This design comes from an exercise in tuning for small area, a short achievable clock period and few clock cycles per item on the open sky130 flow, not from production work.
Function was checked by simulation only, so behaviour that the tests miss may differ from the original.

File: design/flow/standard.sh
#!/bin/bash
# synth_recipe.tcl (not shown) runs the flow's synth.tcl, then flattens the netlist and writes it again
# the make line also repeats each setting of config.mk as NAME=value (left out here)
make -C /OpenROAD-flow-scripts/flow DESIGN_CONFIG=/design/flow/config.mk WORK_HOME=/design/flow/orfs CLKGATE_MAP_FILE= SYNTH_SCRIPT=/design/flow/synth_recipe.tcl "${@:-finish}"
File: design/flow/constraint.sdc
create_clock -name core_clock -period 12.0 [get_ports {clk}]
set_input_delay 2.4000 -clock core_clock [delete_from_list [all_inputs] [get_ports {clk}]]
set_output_delay 2.4000 -clock core_clock [all_outputs]
set_load 0.01 [all_outputs]
File: design/flow/flow/run.sh
#!/bin/bash
# Layout flow: the standard layout (standard.sh: the ORFS steps from
# synthesis to the routed layout) with two changes to how it is built:
#  - the input and output port buffers are inserted as
#    sky130_fd_sc_hd__buf_4 rather than the flow's default choice (every port
#    still gets its own buffer);
#  - after placement, the registers that drive output ports (results, lane
#    full flags behind s_ready, done) are given drive strength 4 of the same cell type
#    (flow/upsize.tcl); the clock-tree step then legalizes the placement.
set -euo pipefail
export BUFFER_PORTS_ARGS="-buffer_cell sky130_fd_sc_hd__buf_4"
bash standard.sh place > standard_place.log 2>&1
PLACE_ODB="$PWD/orfs/results/sky130hd/systolic_array_integration/base/3_place.odb" \
  openroad -no_init -exit flow/upsize.tcl > upsize.log 2>&1
bash standard.sh > standard_finish.log 2>&1
File: design/flow/flow/upsize.tcl
# Give the registers that drive output ports a stronger drive strength (same
# cell type): the result registers, the lane full registers (s_ready) and done. They
# drive long wires to their port buffers. Runs on the placed design; the
# clock-tree step that follows legalizes the placement again.
set odb $::env(PLACE_ODB)
read_db $odb
set db [ord::get_db]
set block [ord::get_db_block]
set swaps {
  sky130_fd_sc_hd__dfxtp_1 sky130_fd_sc_hd__dfxtp_4
  sky130_fd_sc_hd__dfxtp_2 sky130_fd_sc_hd__dfxtp_4
  sky130_fd_sc_hd__dfstp_1 sky130_fd_sc_hd__dfstp_4
  sky130_fd_sc_hd__dfstp_2 sky130_fd_sc_hd__dfstp_4
  sky130_fd_sc_hd__dfrtp_1 sky130_fd_sc_hd__dfrtp_4
  sky130_fd_sc_hd__dfrtp_2 sky130_fd_sc_hd__dfrtp_4
}
set n 0
foreach inst [$block getInsts] {
  set name [$inst getName]
  if {[string first "pe_unit.result" $name] < 0 && [string first ".full" $name] < 0 && [string first "done" $name] != 0} { continue }
  set m [[$inst getMaster] getName]
  if {![dict exists $swaps $m]} { continue }
  set new [$db findMaster [dict get $swaps $m]]
  if {$new eq "NULL" || $new eq ""} { continue }
  if {[$inst swapMaster $new]} { incr n; puts "upsized $name $m -> [dict get $swaps $m]" }
}
puts "upsized $n registers"
write_db $odb
File: design/flow/design.v
module PE (
    input  wire        clk,
    input  wire        reset,
    input  wire [31:0] a_next,  
    input  wire [5:0]  hv_next,  
    input  wire [31:0] w_next,   
    output wire [31:0] a_now,   
    output reg  [31:0] result
);
  wire [15:0] one, two, neg;
  skid_buffer booth (.clk(clk), .en(&hv_next), .w(w_next), .one(one), .two(two), .neg(neg));
  reg  [31:0] a;
  always @(posedge clk) a <= a_next;
  assign a_now = a;
  reg  [31:0] acc0;
  reg  [30:0] acc1;
  reg  [30:0] acc2;
  reg  [9:0] acc_x;
  wire [30:0] ar0 = acc0[30:0];
  wire [30:0] ar1 = acc1;
  wire [30:0] ar2 = acc2;
  wire as31 = acc0[31];
  wire [31:0] pp0 = (({32{one[0]}} & a[31:0]) | ({32{two[0]}} & {a[30:0], 1'b0})) ^ {32{neg[0]}};
  wire [29:0] pp1 = (({30{one[1]}} & a[29:0]) | ({30{two[1]}} & {a[28:0], 1'b0})) ^ {30{neg[1]}};
  wire [27:0] pp2 = (({28{one[2]}} & a[27:0]) | ({28{two[2]}} & {a[26:0], 1'b0})) ^ {28{neg[2]}};
  wire [25:0] pp3 = (({26{one[3]}} & a[25:0]) | ({26{two[3]}} & {a[24:0], 1'b0})) ^ {26{neg[3]}};
  wire [23:0] pp4 = (({24{one[4]}} & a[23:0]) | ({24{two[4]}} & {a[22:0], 1'b0})) ^ {24{neg[4]}};
  wire [21:0] pp5 = (({22{one[5]}} & a[21:0]) | ({22{two[5]}} & {a[20:0], 1'b0})) ^ {22{neg[5]}};
  wire [19:0] pp6 = (({20{one[6]}} & a[19:0]) | ({20{two[6]}} & {a[18:0], 1'b0})) ^ {20{neg[6]}};
  wire [17:0] pp7 = (({18{one[7]}} & a[17:0]) | ({18{two[7]}} & {a[16:0], 1'b0})) ^ {18{neg[7]}};
  wire [15:0] pp8 = (({16{one[8]}} & a[15:0]) | ({16{two[8]}} & {a[14:0], 1'b0})) ^ {16{neg[8]}};
  wire [13:0] pp9 = (({14{one[9]}} & a[13:0]) | ({14{two[9]}} & {a[12:0], 1'b0})) ^ {14{neg[9]}};
  wire [11:0] pp10 = (({12{one[10]}} & a[11:0]) | ({12{two[10]}} & {a[10:0], 1'b0})) ^ {12{neg[10]}};
  wire [9:0] pp11 = (({10{one[11]}} & a[9:0]) | ({10{two[11]}} & {a[8:0], 1'b0})) ^ {10{neg[11]}};
  wire [7:0] pp12 = (({8{one[12]}} & a[7:0]) | ({8{two[12]}} & {a[6:0], 1'b0})) ^ {8{neg[12]}};
  wire [5:0] pp13 = (({6{one[13]}} & a[5:0]) | ({6{two[13]}} & {a[4:0], 1'b0})) ^ {6{neg[13]}};
  wire [3:0] pp14 = (({4{one[14]}} & a[3:0]) | ({4{two[14]}} & {a[2:0], 1'b0})) ^ {4{neg[14]}};
  wire t30 = one[15] & a[0];
  wire t31 = (one[15] & (a[1] ^ (neg[15] & a[0]))) | (two[15] & a[0]);
  wire s1, k2;
  assign {k2, s1} = pp0[18] + pp1[16];
  wire s3, k4;
  assign {k4, s3} = pp0[19] + pp1[17];
  wire s5, k6;
  assign s5 = pp0[20] ^ pp1[18] ^ pp2[16];
  assign k6 = (pp0[20] ^ pp1[18]) ? pp2[16] : pp0[20];
  wire s7, k8;
  assign {k8, s7} = pp3[14] + pp4[12];
  wire s9, k10;
  assign s9 = pp0[21] ^ pp1[19] ^ pp2[17];
  assign k10 = (pp0[21] ^ pp1[19]) ? pp2[17] : pp0[21];
  wire s11, k12;
  assign {k12, s11} = pp3[15] + pp4[13];
  wire s13, k14;
  assign s13 = pp0[22] ^ pp1[20] ^ pp2[18];
  assign k14 = (pp0[22] ^ pp1[20]) ? pp2[18] : pp0[22];
  wire s15, k16;
  assign s15 = pp3[16] ^ pp4[14] ^ pp5[12];
  assign k16 = (pp3[16] ^ pp4[14]) ? pp5[12] : pp3[16];
  wire s17, k18;
  assign {k18, s17} = pp6[10] + pp7[8];
  wire s19, k20;
  assign s19 = pp0[23] ^ pp1[21] ^ pp2[19];
  assign k20 = (pp0[23] ^ pp1[21]) ? pp2[19] : pp0[23];
  wire s21, k22;
  assign s21 = pp3[17] ^ pp4[15] ^ pp5[13];
  assign k22 = (pp3[17] ^ pp4[15]) ? pp5[13] : pp3[17];
  wire s23, k24;
  assign {k24, s23} = pp6[11] + pp7[9];
  wire s25, k26;
  assign s25 = pp0[24] ^ pp1[22] ^ pp2[20];
  assign k26 = (pp0[24] ^ pp1[22]) ? pp2[20] : pp0[24];
  wire s27, k28;
  assign s27 = pp3[18] ^ pp4[16] ^ pp5[14];
  assign k28 = (pp3[18] ^ pp4[16]) ? pp5[14] : pp3[18];
  wire s29, k30;
  assign s29 = pp6[12] ^ pp7[10] ^ pp8[8];
  assign k30 = (pp6[12] ^ pp7[10]) ? pp8[8] : pp6[12];
  wire s31, k32;
  assign {k32, s31} = pp9[6] + pp10[4];
  wire s33, k34;
  assign s33 = pp0[25] ^ pp1[23] ^ pp2[21];
  assign k34 = (pp0[25] ^ pp1[23]) ? pp2[21] : pp0[25];
  wire s35, k36;
  assign s35 = pp3[19] ^ pp4[17] ^ pp5[15];
  assign k36 = (pp3[19] ^ pp4[17]) ? pp5[15] : pp3[19];
  wire s37, k38;
  assign s37 = pp6[13] ^ pp7[11] ^ pp8[9];
  assign k38 = (pp6[13] ^ pp7[11]) ? pp8[9] : pp6[13];
  wire s39, k40;
  assign {k40, s39} = pp9[7] + pp10[5];
  wire s41, k42;
  assign s41 = pp0[26] ^ pp1[24] ^ pp2[22];
  assign k42 = (pp0[26] ^ pp1[24]) ? pp2[22] : pp0[26];
  wire s43, k44;
  assign s43 = pp3[20] ^ pp4[18] ^ pp5[16];
  assign k44 = (pp3[20] ^ pp4[18]) ? pp5[16] : pp3[20];
  wire s45, k46;
  assign s45 = pp6[14] ^ pp7[12] ^ pp8[10];
  assign k46 = (pp6[14] ^ pp7[12]) ? pp8[10] : pp6[14];
  wire s47, k48;
  assign s47 = pp9[8] ^ pp10[6] ^ pp11[4];
  assign k48 = (pp9[8] ^ pp10[6]) ? pp11[4] : pp9[8];
  wire s49, k50;
  assign {k50, s49} = pp12[2] + pp13[0];
  wire s51, k52;
  assign s51 = pp0[27] ^ pp1[25] ^ pp2[23];
  assign k52 = (pp0[27] ^ pp1[25]) ? pp2[23] : pp0[27];
  wire s53, k54;
  assign s53 = pp3[21] ^ pp4[19] ^ pp5[17];
  assign k54 = (pp3[21] ^ pp4[19]) ? pp5[17] : pp3[21];
  wire s55, k56;
  assign s55 = pp6[15] ^ pp7[13] ^ pp8[11];
  assign k56 = (pp6[15] ^ pp7[13]) ? pp8[11] : pp6[15];
  wire s57, k58;
  assign s57 = pp9[9] ^ pp10[7] ^ pp11[5];
  assign k58 = (pp9[9] ^ pp10[7]) ? pp11[5] : pp9[9];
  wire s59, k60;
  assign {k60, s59} = pp12[3] + pp13[1];
  wire s61, k62;
  assign s61 = pp0[28] ^ pp1[26] ^ pp2[24];
  assign k62 = (pp0[28] ^ pp1[26]) ? pp2[24] : pp0[28];
  wire s63, k64;
  assign s63 = pp3[22] ^ pp4[20] ^ pp5[18];
  assign k64 = (pp3[22] ^ pp4[20]) ? pp5[18] : pp3[22];
  wire s65, k66;
  assign s65 = pp6[16] ^ pp7[14] ^ pp8[12];
  assign k66 = (pp6[16] ^ pp7[14]) ? pp8[12] : pp6[16];
  wire s67, k68;
  assign s67 = pp9[10] ^ pp10[8] ^ pp11[6];
  assign k68 = (pp9[10] ^ pp10[8]) ? pp11[6] : pp9[10];
  wire s69, k70;
  assign s69 = pp12[4] ^ pp13[2] ^ pp14[0];
  assign k70 = (pp12[4] ^ pp13[2]) ? pp14[0] : pp12[4];
  wire s71, k72;
  assign {k72, s71} = neg[14] + ar0[28];
  wire s73, k74;
  assign s73 = pp0[29] ^ pp1[27] ^ pp2[25];
  assign k74 = (pp0[29] ^ pp1[27]) ? pp2[25] : pp0[29];
  wire s75, k76;
  assign s75 = pp3[23] ^ pp4[21] ^ pp5[19];
  assign k76 = (pp3[23] ^ pp4[21]) ? pp5[19] : pp3[23];
  wire s77, k78;
  assign s77 = pp6[17] ^ pp7[15] ^ pp8[13];
  assign k78 = (pp6[17] ^ pp7[15]) ? pp8[13] : pp6[17];
  wire s79, k80;
  assign s79 = pp9[11] ^ pp10[9] ^ pp11[7];
  assign k80 = (pp9[11] ^ pp10[9]) ? pp11[7] : pp9[11];
  wire s81, k82;
  assign s81 = pp12[5] ^ pp13[3] ^ pp14[1];
  assign k82 = (pp12[5] ^ pp13[3]) ? pp14[1] : pp12[5];
  wire s83, k84;
  assign {k84, s83} = ar0[29] + ar1[29];
  wire s85, k86;
  assign s85 = pp0[30] ^ pp1[28] ^ pp2[26];
  assign k86 = (pp0[30] ^ pp1[28]) ? pp2[26] : pp0[30];
  wire s87, k88;
  assign s87 = pp3[24] ^ pp4[22] ^ pp5[20];
  assign k88 = (pp3[24] ^ pp4[22]) ? pp5[20] : pp3[24];
  wire s89, k90;
  assign s89 = pp6[18] ^ pp7[16] ^ pp8[14];
  assign k90 = (pp6[18] ^ pp7[16]) ? pp8[14] : pp6[18];
  wire s91, k92;
  assign s91 = pp9[12] ^ pp10[10] ^ pp11[8];
  assign k92 = (pp9[12] ^ pp10[10]) ? pp11[8] : pp9[12];
  wire s93, k94;
  assign s93 = pp12[6] ^ pp13[4] ^ pp14[2];
  assign k94 = (pp12[6] ^ pp13[4]) ? pp14[2] : pp12[6];
  wire s95, k96;
  assign s95 = t30 ^ ar0[30] ^ ar1[30];
  assign k96 = (t30 ^ ar0[30]) ? ar1[30] : t30;
  wire s97, k98;
  assign {k98, s97} = pp0[10] + pp1[8];
  wire s99, k100;
  assign {k100, s99} = pp0[11] + pp1[9];
  wire s101, k102;
  assign {k102, s101} = pp0[12] + pp1[10] + pp2[8];
  wire s103, k104;
  assign {k104, s103} = pp3[6] + pp4[4];
  wire s105, k106;
  assign {k106, s105} = pp0[13] + pp1[11] + pp2[9];
  wire s107, k108;
  assign {k108, s107} = pp3[7] + pp4[5];
  wire s109, k110;
  assign {k110, s109} = pp0[14] + pp1[12] + pp2[10];
  wire s111, k112;
  assign {k112, s111} = pp3[8] + pp4[6] + pp5[4];
  wire s113, k114;
  assign {k114, s113} = pp6[2] + pp7[0];
  wire s115, k116;
  assign {k116, s115} = pp0[15] + pp1[13] + pp2[11];
  wire s117, k118;
  assign {k118, s117} = pp3[9] + pp4[7] + pp5[5];
  wire s119, k120;
  assign {k120, s119} = pp6[3] + pp7[1];
  wire s121, k122;
  assign {k122, s121} = pp0[16] + pp1[14] + pp2[12];
  wire s123, k124;
  assign {k124, s123} = pp3[10] + pp4[8] + pp5[6];
  wire s125, k126;
  assign {k126, s125} = pp6[4] + pp7[2] + pp8[0];
  wire s127, k128;
  assign {k128, s127} = neg[8] + ar0[16];
  wire s129, k130;
  assign {k130, s129} = pp0[17] + pp1[15] + pp2[13];
  wire s131, k132;
  assign {k132, s131} = pp3[11] + pp4[9] + pp5[7];
  wire s133, k134;
  assign {k134, s133} = pp6[5] + pp7[3] + pp8[1];
  wire s135, k136;
  assign {k136, s135} = ar0[17] + ar1[17];
  wire s137, k138;
  assign {k138, s137} = s1 + pp2[14] + pp3[12];
  wire s139, k140;
  assign {k140, s139} = pp4[10] + pp5[8] + pp6[6];
  wire s141, k142;
  assign {k142, s141} = pp7[4] + pp8[2] + pp9[0];
  wire s143, k144;
  assign {k144, s143} = neg[9] + ar0[18] + ar1[18];
  wire s145, k146;
  assign {k146, s145} = s3 + pp2[15] + pp3[13];
  wire s147, k148;
  assign {k148, s147} = pp4[11] + pp5[9] + pp6[7];
  wire s149, k150;
  assign {k150, s149} = pp7[5] + pp8[3] + pp9[1];
  wire s151, k152;
  assign {k152, s151} = ar0[19] + ar1[19] + ar2[19];
  wire s153, k154;
  assign {k154, s153} = s5 + s7 + pp5[10];
  wire s155, k156;
  assign {k156, s155} = pp6[8] + pp7[6] + pp8[4];
  wire s157, k158;
  assign {k158, s157} = pp9[2] + pp10[0] + neg[10];
  wire s159, k160;
  assign {k160, s159} = ar0[20] + ar1[20] + ar2[20];
  wire s161, k162;
  assign {k162, s161} = s9 + s11 + pp5[11];
  wire s163, k164;
  assign {k164, s163} = pp6[9] + pp7[7] + pp8[5];
  wire s165, k166;
  assign {k166, s165} = pp9[3] + pp10[1] + ar0[21];
  wire s167, k168;
  assign {k168, s167} = ar1[21] + ar2[21] + k6;
  wire s169, k170;
  assign {k170, s169} = s13 + s15 + s17;
  wire s171, k172;
  assign {k172, s171} = pp8[6] + pp9[4] + pp10[2];
  wire s173, k174;
  assign {k174, s173} = pp11[0] + neg[11] + ar0[22];
  wire s175, k176;
  assign {k176, s175} = ar1[22] + ar2[22] + k10;
  wire s177, k178;
  assign {k178, s177} = s19 + s21 + s23;
  wire s179, k180;
  assign {k180, s179} = pp8[7] + pp9[5] + pp10[3];
  wire s181, k182;
  assign {k182, s181} = pp11[1] + ar0[23] + ar1[23];
  wire s183, k184;
  assign {k184, s183} = ar2[23] + k14 + k16;
  wire s185, k186;
  assign {k186, s185} = s25 + s27 + s29;
  wire s187, k188;
  assign {k188, s187} = s31 + pp11[2] + pp12[0];
  wire s189, k190;
  assign {k190, s189} = neg[12] + ar0[24] + ar1[24];
  wire s191, k192;
  assign {k192, s191} = ar2[24] + k20 + k22;
  wire s193, k194;
  assign {k194, s193} = s33 + s35 + s37;
  wire s195, k196;
  assign {k196, s195} = s39 + pp11[3] + pp12[1];
  wire s197, k198;
  assign {k198, s197} = ar0[25] + ar1[25] + ar2[25];
  wire s199, k200;
  assign {k200, s199} = k26 + k28 + k30;
  wire s201, k202;
  assign {k202, s201} = s41 + s43 + s45;
  wire s203, k204;
  assign {k204, s203} = s47 + s49 + neg[13];
  wire s205, k206;
  assign {k206, s205} = ar0[26] + ar1[26] + ar2[26];
  wire s207, k208;
  assign {k208, s207} = k34 + k36 + k38;
  wire s209, k210;
  assign {k210, s209} = s51 + s53 + s55;
  wire s211, k212;
  assign {k212, s211} = s57 + s59 + ar0[27];
  wire s213, k214;
  assign {k214, s213} = ar1[27] + ar2[27] + k42;
  wire s215, k216;
  assign {k216, s215} = k44 + k46 + k48;
  wire s217, k218;
  assign {k218, s217} = s61 + s63 + s65;
  wire s219, k220;
  assign {k220, s219} = s67 + s69 + s71;
  wire s221, k222;
  assign {k222, s221} = ar1[28] + ar2[28] + k52;
  wire s223, k224;
  assign {k224, s223} = k54 + k56 + k58;
  wire s225, k226;
  assign {k226, s225} = s73 + s75 + s77;
  wire s227, k228;
  assign {k228, s227} = s79 + s81 + s83;
  wire s229, k230;
  assign {k230, s229} = ar2[29] + k62 + k64;
  wire s231, k232;
  assign {k232, s231} = k66 + k68 + k70;
  wire s233, k234;
  assign {k234, s233} = s85 + s87 + s89;
  wire s235, k236;
  assign {k236, s235} = s91 + s93 + s95;
  wire s237, k238;
  assign {k238, s237} = ar2[30] + k74 + k76;
  wire s239, k240;
  assign {k240, s239} = k78 + k80 + k82;
  wire s241, k242;
  assign {k242, s241} = pp0[4] + pp1[2];
  wire s243, k244;
  assign {k244, s243} = pp0[5] + pp1[3];
  wire s245, k246;
  assign {k246, s245} = pp0[6] + pp1[4] + pp2[2];
  wire s247, k248;
  assign {k248, s247} = pp3[0] + neg[3];
  wire s249, k250;
  assign {k250, s249} = pp0[7] + pp1[5] + pp2[3];
  wire s251, k252;
  assign {k252, s251} = pp3[1] + ar0[7];
  wire s253, k254;
  assign {k254, s253} = pp0[8] + pp1[6] + pp2[4];
  wire s255, k256;
  assign {k256, s255} = pp3[2] + pp4[0] + neg[4];
  wire s257, k258;
  assign {k258, s257} = ar0[8] + ar1[8];
  wire s259, k260;
  assign {k260, s259} = pp0[9] + pp1[7] + pp2[5];
  wire s261, k262;
  assign {k262, s261} = pp3[3] + pp4[1] + ar0[9];
  wire s263, k264;
  assign {k264, s263} = ar1[9] + ar2[9];
  wire s265, k266;
  assign {k266, s265} = s97 + pp2[6] + pp3[4];
  wire s267, k268;
  assign {k268, s267} = pp4[2] + pp5[0] + neg[5];
  wire s269, k270;
  assign {k270, s269} = ar0[10] + ar1[10] + ar2[10];
  wire s271, k272;
  assign {k272, s271} = s99 + pp2[7] + pp3[5];
  wire s273, k274;
  assign {k274, s273} = pp4[3] + pp5[1] + ar0[11];
  wire s275, k276;
  assign {k276, s275} = ar1[11] + ar2[11] + k98;
  wire s277, k278;
  assign {k278, s277} = s101 + s103 + pp5[2];
  wire s279, k280;
  assign {k280, s279} = pp6[0] + neg[6] + ar0[12];
  wire s281, k282;
  assign {k282, s281} = ar1[12] + ar2[12] + k100;
  wire s283, k284;
  assign {k284, s283} = s105 + s107 + pp5[3];
  wire s285, k286;
  assign {k286, s285} = pp6[1] + ar0[13] + ar1[13];
  wire s287, k288;
  assign {k288, s287} = ar2[13] + k102 + k104;
  wire s289, k290;
  assign {k290, s289} = s109 + s111 + s113;
  wire s291, k292;
  assign {k292, s291} = neg[7] + ar0[14] + ar1[14];
  wire s293, k294;
  assign {k294, s293} = ar2[14] + k106 + k108;
  wire s295, k296;
  assign {k296, s295} = s115 + s117 + s119;
  wire s297, k298;
  assign {k298, s297} = ar0[15] + ar1[15] + ar2[15];
  wire s299, k300;
  assign {k300, s299} = k110 + k112 + k114;
  wire s301, k302;
  assign {k302, s301} = s121 + s123 + s125;
  wire s303, k304;
  assign {k304, s303} = s127 + ar1[16] + ar2[16];
  wire s305, k306;
  assign {k306, s305} = k116 + k118 + k120;
  wire s307, k308;
  assign {k308, s307} = s129 + s131 + s133;
  wire s309, k310;
  assign {k310, s309} = s135 + ar2[17] + k122;
  wire s311, k312;
  assign {k312, s311} = k124 + k126 + k128;
  wire s313, k314;
  assign {k314, s313} = s137 + s139 + s141;
  wire s315, k316;
  assign {k316, s315} = s143 + ar2[18] + k130;
  wire s317, k318;
  assign {k318, s317} = k132 + k134 + k136;
  wire s319, k320;
  assign {k320, s319} = s145 + s147 + s149;
  wire s321, k322;
  assign {k322, s321} = s151 + k2 + k138;
  wire s323, k324;
  assign {k324, s323} = k140 + k142 + k144;
  wire s325, k326;
  assign {k326, s325} = s153 + s155 + s157;
  wire s327, k328;
  assign {k328, s327} = s159 + k4 + k146;
  wire s329, k330;
  assign {k330, s329} = k148 + k150 + k152;
  wire s331, k332;
  assign {k332, s331} = s161 + s163 + s165;
  wire s333, k334;
  assign {k334, s333} = s167 + k8 + k154;
  wire s335, k336;
  assign {k336, s335} = k156 + k158 + k160;
  wire s337, k338;
  assign {k338, s337} = s169 + s171 + s173;
  wire s339, k340;
  assign {k340, s339} = s175 + k12 + k162;
  wire s341, k342;
  assign {k342, s341} = k164 + k166 + k168;
  wire s343, k344;
  assign {k344, s343} = s177 + s179 + s181;
  wire s345, k346;
  assign {k346, s345} = s183 + k18 + k170;
  wire s347, k348;
  assign {k348, s347} = k172 + k174 + k176;
  wire s349, k350;
  assign {k350, s349} = s185 + s187 + s189;
  wire s351, k352;
  assign {k352, s351} = s191 + k24 + k178;
  wire s353, k354;
  assign {k354, s353} = k180 + k182 + k184;
  wire s355, k356;
  assign {k356, s355} = s193 + s195 + s197;
  wire s357, k358;
  assign {k358, s357} = s199 + k32 + k186;
  wire s359, k360;
  assign {k360, s359} = k188 + k190 + k192;
  wire s361, k362;
  assign {k362, s361} = s201 + s203 + s205;
  wire s363, k364;
  assign {k364, s363} = s207 + k40 + k194;
  wire s365, k366;
  assign {k366, s365} = k196 + k198 + k200;
  wire s367, k368;
  assign {k368, s367} = s209 + s211 + s213;
  wire s369, k370;
  assign {k370, s369} = s215 + k50 + k202;
  wire s371, k372;
  assign {k372, s371} = k204 + k206 + k208;
  wire s373, k374;
  assign {k374, s373} = s217 + s219 + s221;
  wire s375, k376;
  assign {k376, s375} = s223 + k60 + k210;
  wire s377, k378;
  assign {k378, s377} = k212 + k214 + k216;
  wire s379, k380;
  assign {k380, s379} = s225 + s227 + s229;
  wire s381, k382;
  assign {k382, s381} = s231 + k72 + k218;
  wire s383, k384;
  assign {k384, s383} = k220 + k222 + k224;
  wire s385, k386;
  assign {k386, s385} = s233 + s235 + s237;
  wire s387, k388;
  assign {k388, s387} = s239 + k84 + k226;
  wire s389, k390;
  assign {k390, s389} = k228 + k230 + k232;
  wire s391, k392;
  assign {k392, s391} = pp0[0] + neg[0];
  wire s393, k394;
  assign {k394, s393} = pp0[1] + ar0[1];
  wire s395, k396;
  assign {k396, s395} = pp0[2] + pp1[0] + neg[1];
  wire s397, k398;
  assign {k398, s397} = ar0[2] + ar1[2];
  wire s399, k400;
  assign {k400, s399} = pp0[3] + pp1[1] + ar0[3];
  wire s401, k402;
  assign {k402, s401} = ar1[3] + ar2[3];
  wire s403, k404;
  assign {k404, s403} = s241 + pp2[0] + neg[2];
  wire s405, k406;
  assign {k406, s405} = ar0[4] + ar1[4] + ar2[4];
  wire s407, k408;
  assign {k408, s407} = s243 + pp2[1] + ar0[5];
  wire s409, k410;
  assign {k410, s409} = ar1[5] + ar2[5] + k242;
  wire s411, k412;
  assign {k412, s411} = s245 + s247 + ar0[6];
  wire s413, k414;
  assign {k414, s413} = ar1[6] + ar2[6] + k244;
  wire s415, k416;
  assign {k416, s415} = s249 + s251 + ar1[7];
  wire s417, k418;
  assign {k418, s417} = ar2[7] + k246 + k248;
  wire s419, k420;
  assign {k420, s419} = s253 + s255 + s257;
  wire s421, k422;
  assign {k422, s421} = ar2[8] + k250 + k252;
  wire s423, k424;
  assign {k424, s423} = s259 + s261 + s263;
  wire s425, k426;
  assign {k426, s425} = k254 + k256 + k258;
  wire s427, k428;
  assign {k428, s427} = s265 + s267 + s269;
  wire s429, k430;
  assign {k430, s429} = k260 + k262 + k264;
  wire s431, k432;
  assign {k432, s431} = s271 + s273 + s275;
  wire s433, k434;
  assign {k434, s433} = k266 + k268 + k270;
  wire s435, k436;
  assign {k436, s435} = s277 + s279 + s281;
  wire s437, k438;
  assign {k438, s437} = k272 + k274 + k276;
  wire s439, k440;
  assign {k440, s439} = s283 + s285 + s287;
  wire s441, k442;
  assign {k442, s441} = k278 + k280 + k282;
  wire s443, k444;
  assign {k444, s443} = s289 + s291 + s293;
  wire s445, k446;
  assign {k446, s445} = k284 + k286 + k288;
  wire s447, k448;
  assign {k448, s447} = s295 + s297 + s299;
  wire s449, k450;
  assign {k450, s449} = k290 + k292 + k294;
  wire s451, k452;
  assign {k452, s451} = s301 + s303 + s305;
  wire s453, k454;
  assign {k454, s453} = k296 + k298 + k300;
  wire s455, k456;
  assign {k456, s455} = s307 + s309 + s311;
  wire s457, k458;
  assign {k458, s457} = k302 + k304 + k306;
  wire s459, k460;
  assign {k460, s459} = s313 + s315 + s317;
  wire s461, k462;
  assign {k462, s461} = k308 + k310 + k312;
  wire s463, k464;
  assign {k464, s463} = s319 + s321 + s323;
  wire s465, k466;
  assign {k466, s465} = k314 + k316 + k318;
  wire s467, k468;
  assign {k468, s467} = s325 + s327 + s329;
  wire s469, k470;
  assign {k470, s469} = k320 + k322 + k324;
  wire s471, k472;
  assign {k472, s471} = s331 + s333 + s335;
  wire s473, k474;
  assign {k474, s473} = k326 + k328 + k330;
  wire s475, k476;
  assign {k476, s475} = s337 + s339 + s341;
  wire s477, k478;
  assign {k478, s477} = k332 + k334 + k336;
  wire s479, k480;
  assign {k480, s479} = s343 + s345 + s347;
  wire s481, k482;
  assign {k482, s481} = k338 + k340 + k342;
  wire s483, k484;
  assign {k484, s483} = s349 + s351 + s353;
  wire s485, k486;
  assign {k486, s485} = k344 + k346 + k348;
  wire s487, k488;
  assign {k488, s487} = s355 + s357 + s359;
  wire s489, k490;
  assign {k490, s489} = k350 + k352 + k354;
  wire s491, k492;
  assign {k492, s491} = s361 + s363 + s365;
  wire s493, k494;
  assign {k494, s493} = k356 + k358 + k360;
  wire s495, k496;
  assign {k496, s495} = s367 + s369 + s371;
  wire s497, k498;
  assign {k498, s497} = k362 + k364 + k366;
  wire s499, k500;
  assign {k500, s499} = s373 + s375 + s377;
  wire s501, k502;
  assign {k502, s501} = k368 + k370 + k372;
  wire s503, k504;
  assign {k504, s503} = s379 + s381 + s383;
  wire s505, k506;
  assign {k506, s505} = k374 + k376 + k378;
  wire s507, k508;
  assign {k508, s507} = s385 + s387 + s389;
  wire s509, k510;
  assign {k510, s509} = k380 + k382 + k384;
  wire s511, k512;
  assign {k512, s511} = s391 + ar0[0];
  wire s513, k514;
  assign s513 = s393 ^ ar1[1] ^ ar2[1];
  assign k514 = (s393 ^ ar1[1]) ? ar2[1] : s393;
  wire s515, k516;
  assign s515 = s395 ^ s397 ^ ar2[2];
  assign k516 = (s395 ^ s397) ? ar2[2] : s395;
  wire s517, k518;
  assign s517 = s399 ^ s401 ^ k396;
  assign k518 = (s399 ^ s401) ? k396 : s399;
  wire s519, k520;
  assign s519 = s403 ^ s405 ^ k400;
  assign k520 = (s403 ^ s405) ? k400 : s403;
  wire s521, k522;
  assign s521 = s407 ^ s409 ^ k404;
  assign k522 = (s407 ^ s409) ? k404 : s407;
  wire s523, k524;
  assign s523 = s411 ^ s413 ^ k408;
  assign k524 = (s411 ^ s413) ? k408 : s411;
  wire s525, k526;
  assign s525 = s415 ^ s417 ^ k412;
  assign k526 = (s415 ^ s417) ? k412 : s415;
  wire s527, k528;
  assign s527 = s419 ^ s421 ^ k416;
  assign k528 = (s419 ^ s421) ? k416 : s419;
  wire s529, k530;
  assign s529 = s423 ^ s425 ^ k420;
  assign k530 = (s423 ^ s425) ? k420 : s423;
  wire s531, k532;
  assign s531 = s427 ^ s429 ^ k424;
  assign k532 = (s427 ^ s429) ? k424 : s427;
  wire s533, k534;
  assign s533 = s431 ^ s433 ^ k428;
  assign k534 = (s431 ^ s433) ? k428 : s431;
  wire s535, k536;
  assign s535 = s435 ^ s437 ^ k432;
  assign k536 = (s435 ^ s437) ? k432 : s435;
  wire s537, k538;
  assign s537 = s439 ^ s441 ^ k436;
  assign k538 = (s439 ^ s441) ? k436 : s439;
  wire s539, k540;
  assign s539 = s443 ^ s445 ^ k440;
  assign k540 = (s443 ^ s445) ? k440 : s443;
  wire s541, k542;
  assign s541 = s447 ^ s449 ^ k444;
  assign k542 = (s447 ^ s449) ? k444 : s447;
  wire s543, k544;
  assign s543 = s451 ^ s453 ^ k448;
  assign k544 = (s451 ^ s453) ? k448 : s451;
  wire s545, k546;
  assign s545 = s455 ^ s457 ^ k452;
  assign k546 = (s455 ^ s457) ? k452 : s455;
  wire s547, k548;
  assign s547 = s459 ^ s461 ^ k456;
  assign k548 = (s459 ^ s461) ? k456 : s459;
  wire s549, k550;
  assign s549 = s463 ^ s465 ^ k460;
  assign k550 = (s463 ^ s465) ? k460 : s463;
  wire s551, k552;
  assign s551 = s467 ^ s469 ^ k464;
  assign k552 = (s467 ^ s469) ? k464 : s467;
  wire s553, k554;
  assign s553 = s471 ^ s473 ^ k468;
  assign k554 = (s471 ^ s473) ? k468 : s471;
  wire s555, k556;
  assign s555 = s475 ^ s477 ^ k472;
  assign k556 = (s475 ^ s477) ? k472 : s475;
  wire s557, k558;
  assign s557 = s479 ^ s481 ^ k476;
  assign k558 = (s479 ^ s481) ? k476 : s479;
  wire s559, k560;
  assign s559 = s483 ^ s485 ^ k480;
  assign k560 = (s483 ^ s485) ? k480 : s483;
  wire s561, k562;
  assign s561 = s487 ^ s489 ^ k484;
  assign k562 = (s487 ^ s489) ? k484 : s487;
  wire s563, k564;
  assign s563 = s491 ^ s493 ^ k488;
  assign k564 = (s491 ^ s493) ? k488 : s491;
  wire s565, k566;
  assign s565 = s495 ^ s497 ^ k492;
  assign k566 = (s495 ^ s497) ? k492 : s495;
  wire s567, k568;
  assign s567 = s499 ^ s501 ^ k496;
  assign k568 = (s499 ^ s501) ? k496 : s499;
  wire s569, k570;
  assign s569 = s503 ^ s505 ^ k500;
  assign k570 = (s503 ^ s505) ? k500 : s503;
  wire s571, k572;
  assign s571 = s507 ^ s509 ^ k504;
  assign k572 = (s507 ^ s509) ? k504 : s507;
  wire top = pp0[31] ^ pp1[29] ^ pp2[27] ^ pp3[25] ^ pp4[23] ^ pp5[21] ^ pp6[19] ^ pp7[17] ^ pp8[15] ^ pp9[13] ^ pp10[11] ^ pp11[9] ^ pp12[7] ^ pp13[5] ^ pp14[3] ^ t31 ^ as31 ^ k86 ^ k88 ^ k90 ^ k92 ^ k94 ^ k96 ^ acc_x[0] ^ acc_x[1] ^ acc_x[2] ^ acc_x[3] ^ acc_x[4] ^ acc_x[5] ^ acc_x[6] ^ acc_x[7] ^ acc_x[8] ^ acc_x[9];
  wire [31:0] nxt0 = {top, s571, s569, s567, s565, s563, s561, s559, s557, s555, s553, s551, s549, s547, s545, s543, s541, s539, s537, s535, s533, s531, s529, s527, s525, s523, s521, s519, s517, s515, s513, s511};
  wire [30:0] nxt1 = {k506, k502, k498, k494, k490, k486, k482, k478, k474, k470, k466, k462, k458, k454, k450, k446, k442, k438, k434, k430, k426, k422, k418, k414, k410, k406, k402, k398, k394, k392, ar1[0]};
  wire [30:0] nxt2 = {k570, k568, k566, k564, k562, k560, k558, k556, k554, k552, k550, k548, k546, k544, k542, k540, k538, k536, k534, k532, k530, k528, k526, k524, k522, k520, k518, k516, k514, k512, ar2[0]};
  wire [9:0] nxt_x = {k572, k510, k508, k390, k388, k386, k240, k238, k236, k234};
  always @(posedge clk or posedge reset) begin
    if (reset) begin
      acc0  <= 32'd0;
      acc1  <= 31'd0;
      acc2  <= 31'd0;
      acc_x <= 10'd0;
    end else begin
      acc0  <= nxt0;
      acc1  <= nxt1;
      acc2  <= nxt2;
      acc_x <= nxt_x;
    end
  end
  wire [31:0] u0 = acc0;
  wire [31:0] u1 = {^acc_x, acc1};
  wire [31:0] u2 = {1'b0, acc2};
  wire [31:0] ra = u0 ^ u1 ^ u2;
  wire [31:0] rb = {((u0[30:0] & u1[30:0]) | (u0[30:0] & u2[30:0]) | (u1[30:0] & u2[30:0])), 1'b0};
  wire [31:0] rg = ra & rb;
  wire [31:0] rp = ra ^ rb;
  wire cg1 = rg[1] | (rp[1] & rg[0]);
  wire cg2 = rg[3] | (rp[3] & rg[2]);
  wire cp2 = rp[3] & rp[2];
  wire cg3 = rg[5] | (rp[5] & rg[4]);
  wire cp3 = rp[5] & rp[4];
  wire cg4 = rg[7] | (rp[7] & rg[6]);
  wire cp4 = rp[7] & rp[6];
  wire cg5 = rg[9] | (rp[9] & rg[8]);
  wire cp5 = rp[9] & rp[8];
  wire cg6 = rg[11] | (rp[11] & rg[10]);
  wire cp6 = rp[11] & rp[10];
  wire cg7 = rg[13] | (rp[13] & rg[12]);
  wire cp7 = rp[13] & rp[12];
  wire cg8 = rg[15] | (rp[15] & rg[14]);
  wire cp8 = rp[15] & rp[14];
  wire cg9 = rg[17] | (rp[17] & rg[16]);
  wire cp9 = rp[17] & rp[16];
  wire cg10 = rg[19] | (rp[19] & rg[18]);
  wire cp10 = rp[19] & rp[18];
  wire cg11 = rg[21] | (rp[21] & rg[20]);
  wire cp11 = rp[21] & rp[20];
  wire cg12 = rg[23] | (rp[23] & rg[22]);
  wire cp12 = rp[23] & rp[22];
  wire cg13 = rg[25] | (rp[25] & rg[24]);
  wire cp13 = rp[25] & rp[24];
  wire cg14 = rg[27] | (rp[27] & rg[26]);
  wire cp14 = rp[27] & rp[26];
  wire cg15 = rg[29] | (rp[29] & rg[28]);
  wire cp15 = rp[29] & rp[28];
  wire cg16 = rg[31] | (rp[31] & rg[30]);
  wire cg17 = rg[2] | (rp[2] & cg1);
  wire cp17 = rp[2] & rp[1];
  wire cg18 = cg2 | (cp2 & cg1);
  wire cp18 = cp2 & rp[1];
  wire cg19 = rg[6] | (rp[6] & cg3);
  wire cp19 = rp[6] & cp3;
  wire cg20 = cg4 | (cp4 & cg3);
  wire cp20 = cp4 & cp3;
  wire cg21 = rg[10] | (rp[10] & cg5);
  wire cp21 = rp[10] & cp5;
  wire cg22 = cg6 | (cp6 & cg5);
  wire cp22 = cp6 & cp5;
  wire cg23 = rg[14] | (rp[14] & cg7);
  wire cp23 = rp[14] & cp7;
  wire cg24 = cg8 | (cp8 & cg7);
  wire cp24 = cp8 & cp7;
  wire cg25 = rg[18] | (rp[18] & cg9);
  wire cp25 = rp[18] & cp9;
  wire cg26 = cg10 | (cp10 & cg9);
  wire cp26 = cp10 & cp9;
  wire cg27 = rg[22] | (rp[22] & cg11);
  wire cp27 = rp[22] & cp11;
  wire cg28 = cg12 | (cp12 & cg11);
  wire cp28 = cp12 & cp11;
  wire cg29 = rg[26] | (rp[26] & cg13);
  wire cp29 = rp[26] & cp13;
  wire cg30 = cg14 | (cp14 & cg13);
  wire cp30 = cp14 & cp13;
  wire cg31 = rg[30] | (rp[30] & cg15);
  wire cp31 = rp[30] & cp15;
  wire cg32 = cg16 | (rp[31] & cg15);
  wire cg33 = rg[4] | (rp[4] & cg18);
  wire cp33 = rp[4] & cp18;
  wire cg34 = cg3 | (cp3 & cg18);
  wire cp34 = cp3 & cp18;
  wire cg35 = cg19 | (cp19 & cg18);
  wire cp35 = cp19 & cp18;
  wire cg36 = cg20 | (cp20 & cg18);
  wire cp36 = cp20 & cp18;
  wire cg37 = rg[12] | (rp[12] & cg22);
  wire cp37 = rp[12] & cp22;
  wire cg38 = cg7 | (cp7 & cg22);
  wire cp38 = cp7 & cp22;
  wire cg39 = cg23 | (cp23 & cg22);
  wire cp39 = cp23 & cp22;
  wire cg40 = cg24 | (cp24 & cg22);
  wire cp40 = cp24 & cp22;
  wire cg41 = rg[20] | (rp[20] & cg26);
  wire cp41 = rp[20] & cp26;
  wire cg42 = cg11 | (cp11 & cg26);
  wire cp42 = cp11 & cp26;
  wire cg43 = cg27 | (cp27 & cg26);
  wire cp43 = cp27 & cp26;
  wire cg44 = cg28 | (cp28 & cg26);
  wire cp44 = cp28 & cp26;
  wire cg45 = rg[28] | (rp[28] & cg30);
  wire cp45 = rp[28] & cp30;
  wire cg46 = cg15 | (cp15 & cg30);
  wire cp46 = cp15 & cp30;
  wire cg47 = cg31 | (cp31 & cg30);
  wire cp47 = cp31 & cp30;
  wire cg48 = cg32 | (rp[31] & cg30);
  wire cg49 = rg[8] | (rp[8] & cg36);
  wire cp49 = rp[8] & cp36;
  wire cg50 = cg5 | (cp5 & cg36);
  wire cp50 = cp5 & cp36;
  wire cg51 = cg21 | (cp21 & cg36);
  wire cp51 = cp21 & cp36;
  wire cg52 = cg22 | (cp22 & cg36);
  wire cp52 = cp22 & cp36;
  wire cg53 = cg37 | (cp37 & cg36);
  wire cp53 = cp37 & cp36;
  wire cg54 = cg38 | (cp38 & cg36);
  wire cp54 = cp38 & cp36;
  wire cg55 = cg39 | (cp39 & cg36);
  wire cp55 = cp39 & cp36;
  wire cg56 = cg40 | (cp40 & cg36);
  wire cp56 = cp40 & cp36;
  wire cg57 = rg[24] | (rp[24] & cg44);
  wire cp57 = rp[24] & cp44;
  wire cg58 = cg13 | (cp13 & cg44);
  wire cp58 = cp13 & cp44;
  wire cg59 = cg29 | (cp29 & cg44);
  wire cp59 = cp29 & cp44;
  wire cg60 = cg30 | (cp30 & cg44);
  wire cp60 = cp30 & cp44;
  wire cg61 = cg45 | (cp45 & cg44);
  wire cp61 = cp45 & cp44;
  wire cg62 = cg46 | (cp46 & cg44);
  wire cp62 = cp46 & cp44;
  wire cg63 = cg47 | (cp47 & cg44);
  wire cp63 = cp47 & cp44;
  wire cg64 = cg48 | (rp[31] & cg44);
  wire cg65 = rg[16] | (rp[16] & cg56);
  wire cp65 = rp[16] & cp56;
  wire cg66 = cg9 | (cp9 & cg56);
  wire cp66 = cp9 & cp56;
  wire cg67 = cg25 | (cp25 & cg56);
  wire cp67 = cp25 & cp56;
  wire cg68 = cg26 | (cp26 & cg56);
  wire cp68 = cp26 & cp56;
  wire cg69 = cg41 | (cp41 & cg56);
  wire cp69 = cp41 & cp56;
  wire cg70 = cg42 | (cp42 & cg56);
  wire cp70 = cp42 & cp56;
  wire cg71 = cg43 | (cp43 & cg56);
  wire cp71 = cp43 & cp56;
  wire cg72 = cg44 | (cp44 & cg56);
  wire cp72 = cp44 & cp56;
  wire cg73 = cg57 | (cp57 & cg56);
  wire cp73 = cp57 & cp56;
  wire cg74 = cg58 | (cp58 & cg56);
  wire cp74 = cp58 & cp56;
  wire cg75 = cg59 | (cp59 & cg56);
  wire cp75 = cp59 & cp56;
  wire cg76 = cg60 | (cp60 & cg56);
  wire cp76 = cp60 & cp56;
  wire cg77 = cg61 | (cp61 & cg56);
  wire cp77 = cp61 & cp56;
  wire cg78 = cg62 | (cp62 & cg56);
  wire cp78 = cp62 & cp56;
  wire cg79 = cg63 | (cp63 & cg56);
  wire cp79 = cp63 & cp56;
  wire cg80 = cg64 | (rp[31] & cg56);
  wire [31:0] sum = rp ^ {cg79, cg78, cg77, cg76, cg75, cg74, cg73, cg72, cg71, cg70, cg69, cg68, cg67, cg66, cg65, cg56, cg55, cg54, cg53, cg52, cg51, cg50, cg49, cg36, cg35, cg34, cg33, cg18, cg17, cg1, rg[0], 1'b0};
  always @(posedge clk) result <= sum;
endmodule
module skid_buffer (
    input  wire        clk,
    input  wire        en,
    input  wire [31:0] w,
    output reg  [15:0] one,
    output reg  [15:0] two,
    output reg  [15:0] neg
);
    wire [32:0] wx = {w, 1'b0};
    integer i;
    always @(posedge clk) begin
        for (i = 0; i < 16; i = i + 1) begin
            one[i] <= en & (wx[2*i+1] ^ wx[2*i]);
            two[i] <= en & ((wx[2*i+2] & ~wx[2*i+1] & ~wx[2*i]) | (~wx[2*i+2] & wx[2*i+1] & wx[2*i]));
            neg[i] <= wx[2*i+2] & ~(wx[2*i+1] & wx[2*i]);
        end
    end
endmodule
module sync_fifo #(
    parameter OWN_HEAD = 1
) (
    input  wire        clk,
    input  wire        reset,
    input  wire        s_valid,
    output wire        s_ready,
    input  wire [31:0] s_data,
    input  wire        pop_next,    
    output wire        hv_next,
    output wire        hold,
    output wire [31:0] head_next,
    input  wire [31:0] head_in
);
    reg [1:0]  taken;    
    reg        full;     
    reg [1:0]  n;        
    reg        pop;      
    reg [31:0] q1, q2;
    wire [31:0] q0;          
    assign s_ready = ~full;
    wire       push   = s_valid & (taken != 2'd3);    
    wire [1:0] m      = n - {1'b0, pop};    
    wire [1:0] n_next = m + {1'b0, push};
    assign hold      = n[1] | (n[0] & ~pop);    
    assign hv_next   = push | hold;              
    assign head_next = (push && m == 2'd0) ? s_data : (pop ? q1 : q0);
    always @(posedge clk or posedge reset) begin
        if (reset) begin
            taken <= 2'd0;
            full  <= 1'b0;
            n     <= 2'd0;
            pop   <= 1'b0;
        end else begin
            if (push) taken <= taken + 2'd1;
            full  <= (taken == 2'd3) | (push & (taken == 2'd2));
            n <= n_next;
            pop <= pop_next;
        end
    end
    generate
        if (OWN_HEAD) begin : own
            reg [31:0] h;
            always @(posedge clk) h <= head_next;
            assign q0 = h;
        end else begin : ext
            assign q0 = head_in;
        end
    endgenerate
    always @(posedge clk) begin
        if (push && m == 2'd1)  q1 <= s_data;
        else if (pop)           q1 <= q2;
        if (push && m == 2'd2)  q2 <= s_data;
    end
endmodule
module systolic_array_integration #(
    parameter DATA_WIDTH = 32,
    parameter M = 3
) (
    input  wire clk,
    input  wire reset,
    input  wire start,
    input  wire [M-1:0]              s_valid_w,
    output wire [M-1:0]              s_ready_w,
    input  wire [M*DATA_WIDTH-1:0]   s_data_w,
    input  wire [M-1:0]              s_valid_a,
    output wire [M-1:0]              s_ready_a,
    input  wire [M*DATA_WIDTH-1:0]   s_data_a,
    output wire [M*M*DATA_WIDTH-1:0] result_out,
    output reg done
);
    wire [M-1:0] hvn_w, hvn_a;
    wire [M-1:0] hold_unused_w, hold_unused_a;
    wire [31:0]  hn_w [0:M-1];    
    wire [31:0]  hn_a [0:M-1];
    wire [31:0]  ha   [0:M-1];    
    wire [5:0]   hv_cell = {hvn_w, hvn_a} & {6{~reset}};
    reg  [1:0] step;       
    reg        fire;       
    reg        started;
    genvar i, j;
    generate
        for (i = 0; i < M; i = i + 1) begin : lane
            sync_fifo #(.OWN_HEAD(1)) wq (
                .clk(clk), .reset(reset),
                .s_valid(s_valid_w[i]), .s_ready(s_ready_w[i]),
                .s_data(s_data_w[i*32 +: 32]),
                .pop_next(&hv_cell), .hv_next(hvn_w[i]), .hold(hold_unused_w[i]),
                .head_next(hn_w[i]), .head_in(32'd0));
            sync_fifo #(.OWN_HEAD(0)) aq (
                .clk(clk), .reset(reset),
                .s_valid(s_valid_a[i]), .s_ready(s_ready_a[i]),
                .s_data(s_data_a[i*32 +: 32]),
                .pop_next(&hv_cell), .hv_next(hvn_a[i]), .hold(hold_unused_a[i]),
                .head_next(hn_a[i]), .head_in(ha[i]));
        end
        for (i = 0; i < M; i = i + 1) begin : row
            for (j = 0; j < M; j = j + 1) begin : col
                wire [31:0] a_now;
                PE pe_unit (
                    .clk(clk), .reset(reset),
                    .a_next(hn_a[i]),
                    .hv_next(hv_cell), .w_next(hn_w[j]),
                    .a_now(a_now),
                    .result(result_out[(i*M+j)*32 +: 32]));
                if (j == 0) begin : head
                    assign ha[i] = a_now;
                end
            end
        end
    endgenerate
    always @(posedge clk or posedge reset) begin
        if (reset) begin
            step    <= 2'd0;
            fire    <= 1'b0;
            started <= 1'b0;
            done    <= 1'b0;
        end else begin
            fire <= &hv_cell;
            if (fire) step <= step + 2'd1;
            if (start) started <= 1'b1;
            if ((start | started) && step == 2'd3)
                done <= 1'b1;
        end
    end
endmodule
File: design/flow/config.mk
export PLATFORM = sky130hd
export DESIGN_NAME = systolic_array_integration
export DESIGN_NICKNAME = systolic_array_integration
export VERILOG_FILES = /design/flow/design.v
export SDC_FILE = /design/flow/constraint.sdc
export NUM_CORES = 4
export LEC_CHECK = 0
export CAP_MARGIN = 70
export CORE_MARGIN = 2
export CORE_UTILIZATION = 60
export CTS_BUF_LIST = sky130_fd_sc_hd__clkbuf_16
export CTS_CLUSTER_DIAMETER = 80
export CTS_CLUSTER_SIZE = 25
export PLACE_DENSITY = 0.75
export SLEW_MARGIN = 70
export SYNTH_HIERARCHICAL = 1
==> results by group <==
Run status
  • Status: timing/DRC/antenna clean

Placed design
  • Setup Slack @ Placement: 7.50 ns
  • DP HPWL: 434000 um
  • Routability cong.: 0.986
  • Placed Area: 205000 um2
  • IO Port Bufs: 495

Critical path
  • Crit path from: lane[2].aq.full
  • CP cell instances: inv_2 > buf_4
  • Critical path capture point type: output pin
  • Critical path class: register to output pin
  • Slowest cell on the critical path: dfrtp_4
  • Crit path required time: 9.60 ns
  • CP peak stage delay: 0.49 ns
  • CP arrival: 1.85 ns
  • Worst reg2reg path startpoint: row[0].col[1].pe_unit.booth.two[0]
  • Critical path peak fanout: 1
  • Critical path startpoint category: register

STA
  • Final worst-path cycle share: 35.4%
  • Final setup fails: 0
  • Final worst setup slack: 7.75 ns
  • Final setup TNS: 0 ns
  • Fin Hold WS: 0.382 ns
  • Final hold vios: 0
  • Max-slew violations: 0
  • Worst Skew: 0.0559 ns
  • Tmin final: 4.25 ns
  • Worst slew pin tran: 0.491 ns
  • RSZ-0062 raised after global routing: no
  • Max-slew headroom: 67.0%
  • Fmax: 235 MHz

Drt
  • Routed vias/inst: 6.24
  • ANT nets after route: 0
  • Wirelength per Cell: 26.8 um
  • DR DRC count: 0
  • Wirelength, routed: 600000 um
  • Vias: 140000
  • Initial DRC count: 16300
  • Drt pass-1 iters: 10

Layout
  • Final Instance Area: 213000 um2
  • Fillers: 24900
  • Multi-input gate area: 126000 um2
  • Final nets: 20600
  • Share of cells above drive strength 1: 13.4%
  • P&R area growth vs syn: 9.62%
  • Register area: 59600 um2

Min path
  • Min-delay src: row[0].col[0].pe_unit.acc0[0]
  • Tightest Hold Check Type: register to register

Clock tree
  • CTS buffer count: 158
  • Cts hold-fix bufs: 0
  • Max clock buf depth: 4
  • Post-CTS sizing: 0
  • CTS H-tree lvls: 4
  • Clock root cell: clkbuf_16
  • Reg clk slew, reported paths: 0.09 ns
  • CTS tree: done
  • Clk latency of the worst-skew pair: 0.96 ns
  • Post-CTS setup buffers: 0
  • CTS Sinks: 2447

Synthesis
  • Post-Syn Nets: 20800
  • Syn Std Cell Area: 194000 um2
  • Syn avg cell area: 10.8 um2
  • Number of synthesis warnings: 11
  • Cells after Synth: 18000

Global route
  • Congestion Overflow GR: 0
  • GRT Total Usage: 36.2%
  • Number of global-route vias before repair: 144000
  • Largest net degree at the start of global routing: 65
  • First-pass GRT wire length: 905000 um
  • Initial antenna violation count: 78

Job
  • Max-cap violation count: 0

Die
  • Die height: 573 um
  • Core area: 323000 um2
  • I/O pin count: 496
  • Die Area: 329000 um2
  • Initial cell density of the core: 60.2%
  • Die W: 573 um
  • Row count: 209
[stage by stage]
step | util, % | instances
after global placement | 62.1 | 21900
after global routing | 65.9 | 22400
after CTS | 65.6 | 22300
after floorplan | - | 18000
final | 65.9 | 22400
after detailed placement | 63.5 | 22000
[critical path, delay by kind of cell, from the launching register on]
family / cells / cell delay, ns
buffers and inverters: 2 / 0.41
DFF: 1 / 0.49
[state kept, by name, indices dropped and copies added (netlist names), 144 cells and up]
register / flops
row.col.pe_unit.a: 288
row.col.pe_unit.acc0: 288
row.col.pe_unit.result: 288
row.col.pe_unit.acc1: 270
row.col.pe_unit.acc2: 270
row.col.pe_unit.booth.neg: 144
row.col.pe_unit.booth.one: 144
row.col.pe_unit.booth.two: 144
[final timing paths]
path                                                         to  slack, ns  depth (start not counted)
worst min-delay path            row[0].col[0].pe_unit.result[0]       0.38                          0
max in group asynchronous        row[2].col[2].pe_unit.acc2[20]       9.18                          7
min in group asynchronous        row[1].col[0].pe_unit.acc0[31]       1.42                          2
worst max register to register   row[0].col[1].pe_unit.acc2[28]       8.09                         10
worst min register to register  row[0].col[0].pe_unit.result[0]       0.38                          0
worst max-delay path                               s_ready_a[2]       7.75                          2
[cells in the final DEF (no fill, tap or decap), types with 53 or more instances in the layout]
master,count
dfrtp_1,946
dfxtp_2,185
mux2i_1,219
buf_16,59
nor2b_1,171
buf_4,748
buf_6,95
mux2_2,55
inv_1,1841
o21ai_1,72
a22oi_1,2294
nand2b_1,65
xnor2_1,2393
o21ai_4,53
nand4bb_1,135
mux2_4,174
fa_1,1881
nor2_1,197
ha_1,691
clkbuf_16,164
dfxtp_4,444
nand4b_1,144
dfxtp_1,475
edfxtp_1,384
and2_1,144
maj3_1,414
a21oi_1,169
nand2_1,698
xor2_1,1690
a21o_1,118
o21ai_0,210
[layer usage]
layer / part of all wire, % / wire length [um] / vias up / track usage, %
met2: 44 / 264000 / 8521 / 54.8
li1: - / - / 59400 / -
met3: 11 / 68800 / 2170 / 9.37
met1: 37 / 223000 / 69400 / 46.7
met4: 7.5 / 44800 / 8 / 22.2
met5: 0.0097 / 58 / - / 0.0871
[cell type report]
class	instances	area share (%)
multi-input cells	12500	59.1
flip-flops and latches	2447	27.9
repair buffers	993	4.53
inverters	1813	3.22
well taps	4325	2.54
clock buffers	164	1.93
clock inverters	127	0.706
diodes	51	0.0599
Testbench counts, summed over its fixed seeds: cycles 3,360, items 480.

what the ideal ports hide:
Ports are ideal in the flow. The routed layout listed here was re-timed in OpenROAD. Step 1 (the two cells are an assumption about what drives the block):
set clk [get_ports {clk}]
set_driving_cell -lib_cell sky130_fd_sc_hd__clkbuf_16 $clk
set_driving_cell -lib_cell sky130_fd_sc_hd__buf_2 [delete_from_list [all_inputs] $clk]
Step 2 adds t to the input delays and takes it off the output delays; t is the mean of the earliest and latest rising clock arrival at the registers after step 1. Input paths then give back, and output paths get back, about the clock's delay inside the block. Slacks: ideal ports / drivers / drivers and shift; pairs: ideal ports / drivers.
t, ns: 1.045
slack for setup (ns): 7.751 / 7.640 / 7.345
latest minus earliest clock arrival (ns): 0.062 / 0.062
worst slew at a driven data input, ns: 0.32
pins driven straight from the clock port: 1
After both steps setup and hold are still met in this run. For this run, drivers alone change the setup slack by -0.111 ns; drivers and shift together by -0.406 ns.
